This is an optimization exercise on Yosys and OpenROAD, whose aim is small area and a short achievable clock period, not a production implementation.
Function was checked by simulation only, so behaviour that the tests miss may differ from the original.
No activity file was given, so power comes from the tool's default toggle rates.

Setup of job 4656:
==> flow/design.v (excerpt) <==
module fixedFloatConversion(
  input wire clk,
  input wire rst,
  input wire[31:0] targetnumber,
  input wire[4:0] fixpointpos,
  input wire opcode,
  output reg[31:0] result);
Settings: LEC_CHECK=0, ABC_AREA=1, CAP_MARGIN=20, CORE_MARGIN=2, CORE_UTILIZATION=40, SETUP_SLACK_MARGIN=3, SLEW_MARGIN=20, TNS_END_PERCENT=0; clock period 9.0 ns.
standard.sh (not shown) runs the stock make flow with config.mk's settings and CLKGATE_MAP_FILE= SYNTH_SCRIPT=/design/flow/synth_recipe.tcl, a recipe that flattens the netlist after the stock synthesis.
==> flow/flow/run.sh <==
#!/bin/bash
# Standard layout with two changes:
#  - synthesis maps with the ABC script flow/map.abc (registers untouched:
#    abc runs without -dff, so the standard synthesis's flip-flops remain);
#  - the port buffers are the smallest buffer cell.
set -euo pipefail
W=$(pwd)
export BUFFER_PORTS_ARGS="-buffer_cell sky130_fd_sc_hd__buf_1"
{
  echo 'proc abc {args} {'
  echo '  set i [lsearch $args -script]'
  echo "  if {\$i >= 0} { lset args [expr {\$i+1}] $W/flow/map.abc }"
  echo '  yosys abc {*}$args'
  echo '}'
  cat "$W/synth_recipe.tcl"
} > "$W/my_synth.tcl"
sed -E "s#'?SYNTH_SCRIPT=[^ ']*'?#SYNTH_SCRIPT=$W/my_synth.tcl#" "$W/standard.sh" > "$W/my_standard.sh"
grep -q "SYNTH_SCRIPT=$W/my_synth.tcl" "$W/my_standard.sh"
bash "$W/my_standard.sh" > "$W/standard.log" 2>&1
==> flow/flow/map.abc <==
strash
dch -f
map -B 0.9
topo
stime -c
buffer -c
upsize -c
dnsize -c
#### Input delta (job 6173 over job 4656)
--- a/flow/flow/run.sh
+++ b/flow/flow/run.sh
@@ -2 +2 @@
-# Standard layout with two changes:
+# Standard layout with three changes:
@@ -5 +5,2 @@
-#  - the port buffers are the smallest buffer cell.
+#  - the port buffers are the smallest buffer cell;
+#  - no adder cells (ADDER_MAP_FILE empty): abc maps the adders as logic.
@@ -8,0 +10,2 @@
+# no half/full adder cells: the adders are left to abc as plain logic
+export ADDER_MAP_FILE=""
==> flow/flow/map.abc <==
strash
dch -f
map -B 0.9
--- a/flow/config.mk
+++ b/flow/config.mk
@@ -12 +12 @@
-export SETUP_SLACK_MARGIN = 3
+export SETUP_SLACK_MARGIN = 3.6
--- outcome ---
As far as total via count after detailed routing is concerned, job 4656 and job 6173 perform about the same. From job 4656 to job 6173 the numbers moved as follows: number of global-route vias before repair has decreased, sequential share of layout area higher. As far as count of endpoints failing setup in the final report goes, job 6173 and job 4656 are indistinguishable; the numbers are identical. Between job 6173 and job 4656, the share of cells above drive strength 1 is lower for job 6173. Job 6173 ended up with or2_2 as its slowest cell on the critical path; job 4656 ended up with o21ai_0. Diff job 4656 -> job 6173: setup slack after placement lower, met3 track demand over resource in global routing higher, post-layout worst setup margin higher, power lower.
The following lists how job 2572 was set up differently from job 6173:
--- a/flow/flow/run.sh
+++ b/flow/flow/run.sh
@@ -2 +2 @@
-# Standard layout with three changes:
+# Standard layout with two changes:
@@ -5,2 +5 @@
-#  - the port buffers are the smallest buffer cell;
-#  - no adder cells (ADDER_MAP_FILE empty): abc maps the adders as logic.
+#  - the port buffers are the smallest buffer cell.
@@ -10,2 +8,0 @@
-# no half/full adder cells: the adders are left to abc as plain logic
-export ADDER_MAP_FILE=""
==> flow/flow/map.abc <==
strash
dch -f
map -a
topo
stime -c
buffer -c
upsize -c
dnsize -c
--- a/flow/config.mk
+++ b/flow/config.mk
@@ -12 +12 @@
-export SETUP_SLACK_MARGIN = 3.6
+export SETUP_SLACK_MARGIN = 3.3
Notes after the runs:
Post-layout utilization of the core (job 2572 over job 6173): increase, 2.2 points. On biggest fanout along the worst timing path: between job 2572 and job 6173, it ends up lower for job 2572. Job 2572 went all the way through synthesis, placement and routing and the layout is clean on timing, DRC and antenna. Job 2572 vs job 6173, compound-gate portion of the synthesized area went up by 15 points. Wire length delta (job 6173 -> job 2572): insignificant. On synthesized area per cell: between job 2572 and job 6173, it ends up higher for job 2572. [job 2572] power attributed to the clock group rose 36% relative to job 6173. Relative to job 6173, the worst-case setup margin in the final layout of job 2572 is lower by 0.50 ns.


Another version of the RTL of fixedFloatConversion (not shown whole).
For scale: roughly 32 flip-flops, ~72 I/O pins.
export LEC_CHECK = 0
export ABC_AREA = 1
export CAP_MARGIN = 20
export CORE_MARGIN = 2
export CORE_UTILIZATION = 40
export SETUP_SLACK_MARGIN = 3
export SLEW_MARGIN = 20
export TNS_END_PERCENT = 0
create_clock -name core_clock -period 9.0 [get_ports {clk}]
run.sh (not shown) runs the stock make flow with config.mk's settings and CLKGATE_MAP_FILE= SYNTH_SCRIPT=/design/flow/synth_recipe.tcl, a recipe that flattens the netlist after the stock synthesis.
Stock flow here: none of the scripts above is used.
==> next run, changes <==
==> flow/flow/run.sh (new file) <==
#!/bin/bash
# Standard layout, with the port buffers made of the smallest buffer cell.
set -euo pipefail
export BUFFER_PORTS_ARGS="-buffer_cell sky130_fd_sc_hd__buf_1"
bash standard.sh > standard.log 2>&1
==> flow/standard.sh (new file) <==
#!/bin/bash
# synth_recipe.tcl (not shown) runs the flow's synth.tcl, then flattens the netlist and writes it again
# the make line also repeats each setting of config.mk as NAME=value (left out here)
make -C /OpenROAD-flow-scripts/flow DESIGN_CONFIG=/design/flow/config.mk WORK_HOME=/design/flow/orfs CLKGATE_MAP_FILE= SYNTH_SCRIPT=/design/flow/synth_recipe.tcl "${@:-finish}"
- SETUP_SLACK_MARGIN: 3 -> default
- TNS_END_PERCENT: 0 -> default
removed: flow/run.sh
=>
- The new run completed with no timing, DRC or antenna violations
- synthesized area is unchanged
- total power drops by 9.3%
- non-clock buffer count went down by 8
- clock-buffer cell count is lower by 2
==> next run, changes <==
==> flow/run.sh (new file) <==
#!/bin/bash
# synth_recipe.tcl (not shown) runs the flow's synth.tcl, then flattens the netlist and writes it again
# the make line also repeats each setting of config.mk as NAME=value (left out here)
make -C /OpenROAD-flow-scripts/flow DESIGN_CONFIG=/design/flow/config.mk WORK_HOME=/design/flow/orfs CLKGATE_MAP_FILE= SYNTH_SCRIPT=/design/flow/synth_recipe.tcl finish
- SETUP_SLACK_MARGIN: default -> 4
- TNS_END_PERCENT: default -> 0
removed: flow/flow/run.sh
removed: flow/standard.sh
Outcome: Cell area went up by 52%; total power rose by 47%; cell count went up by 7.3%; synthesized area does not change; worst setup slack improved by 1600 ps; non-clock buffer count increases by 77; wire length came out higher by 37%; clock power goes down by about 10%; first-iteration DRC count is higher by 53%; via count went up by 18%.
==> next run, changes <==
- SETUP_SLACK_MARGIN: 4 -> default
- TNS_END_PERCENT: 0 -> default
Flip-flop and latch count stays the same. Combinational power came out lower by 40%. Die area is unchanged. Clock-buffer cell count is unchanged. Cell count came out lower by 6.9%. Worst hold slack is better by 120 ps. Worst setup slack is worse by 1400 ps. Final area came out lower by 30%. First-iteration DRC count came out lower by 36%. Maximum frequency came out lower by 21%.
==> next run, changes <==
==> flow/flow/run.sh (new file) <==
#!/bin/bash
# Standard layout, with the port buffers made of the smallest buffer cell.
set -euo pipefail
export BUFFER_PORTS_ARGS="-buffer_cell sky130_fd_sc_hd__buf_1"
bash standard.sh > standard.log 2>&1
==> flow/standard.sh (new file) <==
#!/bin/bash
# synth_recipe.tcl (not shown) runs the flow's synth.tcl, then flattens the netlist and writes it again
# the make line also repeats each setting of config.mk as NAME=value (left out here)
make -C /OpenROAD-flow-scripts/flow DESIGN_CONFIG=/design/flow/config.mk WORK_HOME=/design/flow/orfs CLKGATE_MAP_FILE= SYNTH_SCRIPT=/design/flow/synth_recipe.tcl "${@:-finish}"
- SETUP_SLACK_MARGIN: default -> 3
- TNS_END_PERCENT: default -> 0
removed: flow/run.sh
What happened: Worst setup slack gains 970 ps. Non-clock buffer count rose by 7. Sequential share of layout area rose by 0.32 points. Design area falls by a few percent. Routed wire length increases slightly. Sequential cell count stays the same. Total power drops slightly. Maximum frequency rose by about a fifth.

[what the ideal ports hide]
The flow's constraints put no driver on any port. The routed layouts listed below were extracted and timed again, unchanged, in two steps. Step 1, drivers: a clkbuf_16 drives clk and a buf_2 each remaining input, both assumed. Step 2 adds t to the input delays and takes it off the output delays; t is the mean of the earliest and latest rising clock arrival at the registers after step 1. Input paths then give back, and output paths get back, about the clock's delay inside the block. Slacks: no drivers / after step 1 / after step 2; pairs: no drivers / after step 1.
| run | t, ns | setup slack, ns | worst slew at a driven data input, ns | cell pins on the clock port's net |
|---|---|---|---|---|
| job 4656 | 0.306 | 3.425 / 3.443 / 3.136 | 0.03 | 1 |
| job 6173 | 0.321 | 3.941 / 3.923 / 3.602 | 0.05 | 1 |
| job 2572 | 0.307 | 3.443 / 3.454 / 3.147 | 0.18 | 1 |
| the first run of note 2 | 0.305 | 3.163 / 3.176 / 2.871 | 0.03 | 1 |
| the second run of note 2 | 0.311 | 2.122 / 2.137 / 1.826 | 0.03 | 1 |
| the third run of note 2 | 0.309 | 3.765 / 3.753 / 3.444 | 0.05 | 1 |
| the fourth run of note 2 | 0.306 | 2.392 / 2.406 / 2.100 | 0.03 | 1 |
| the fifth run of note 2 | 0.309 | 3.366 / 3.376 / 3.067 | 0.05 | 1 |
After both steps setup and hold are still met in every run listed. The setup slack of job 6173, which loses most, moves by -0.018 ns with the drivers and by -0.339 ns with both steps.
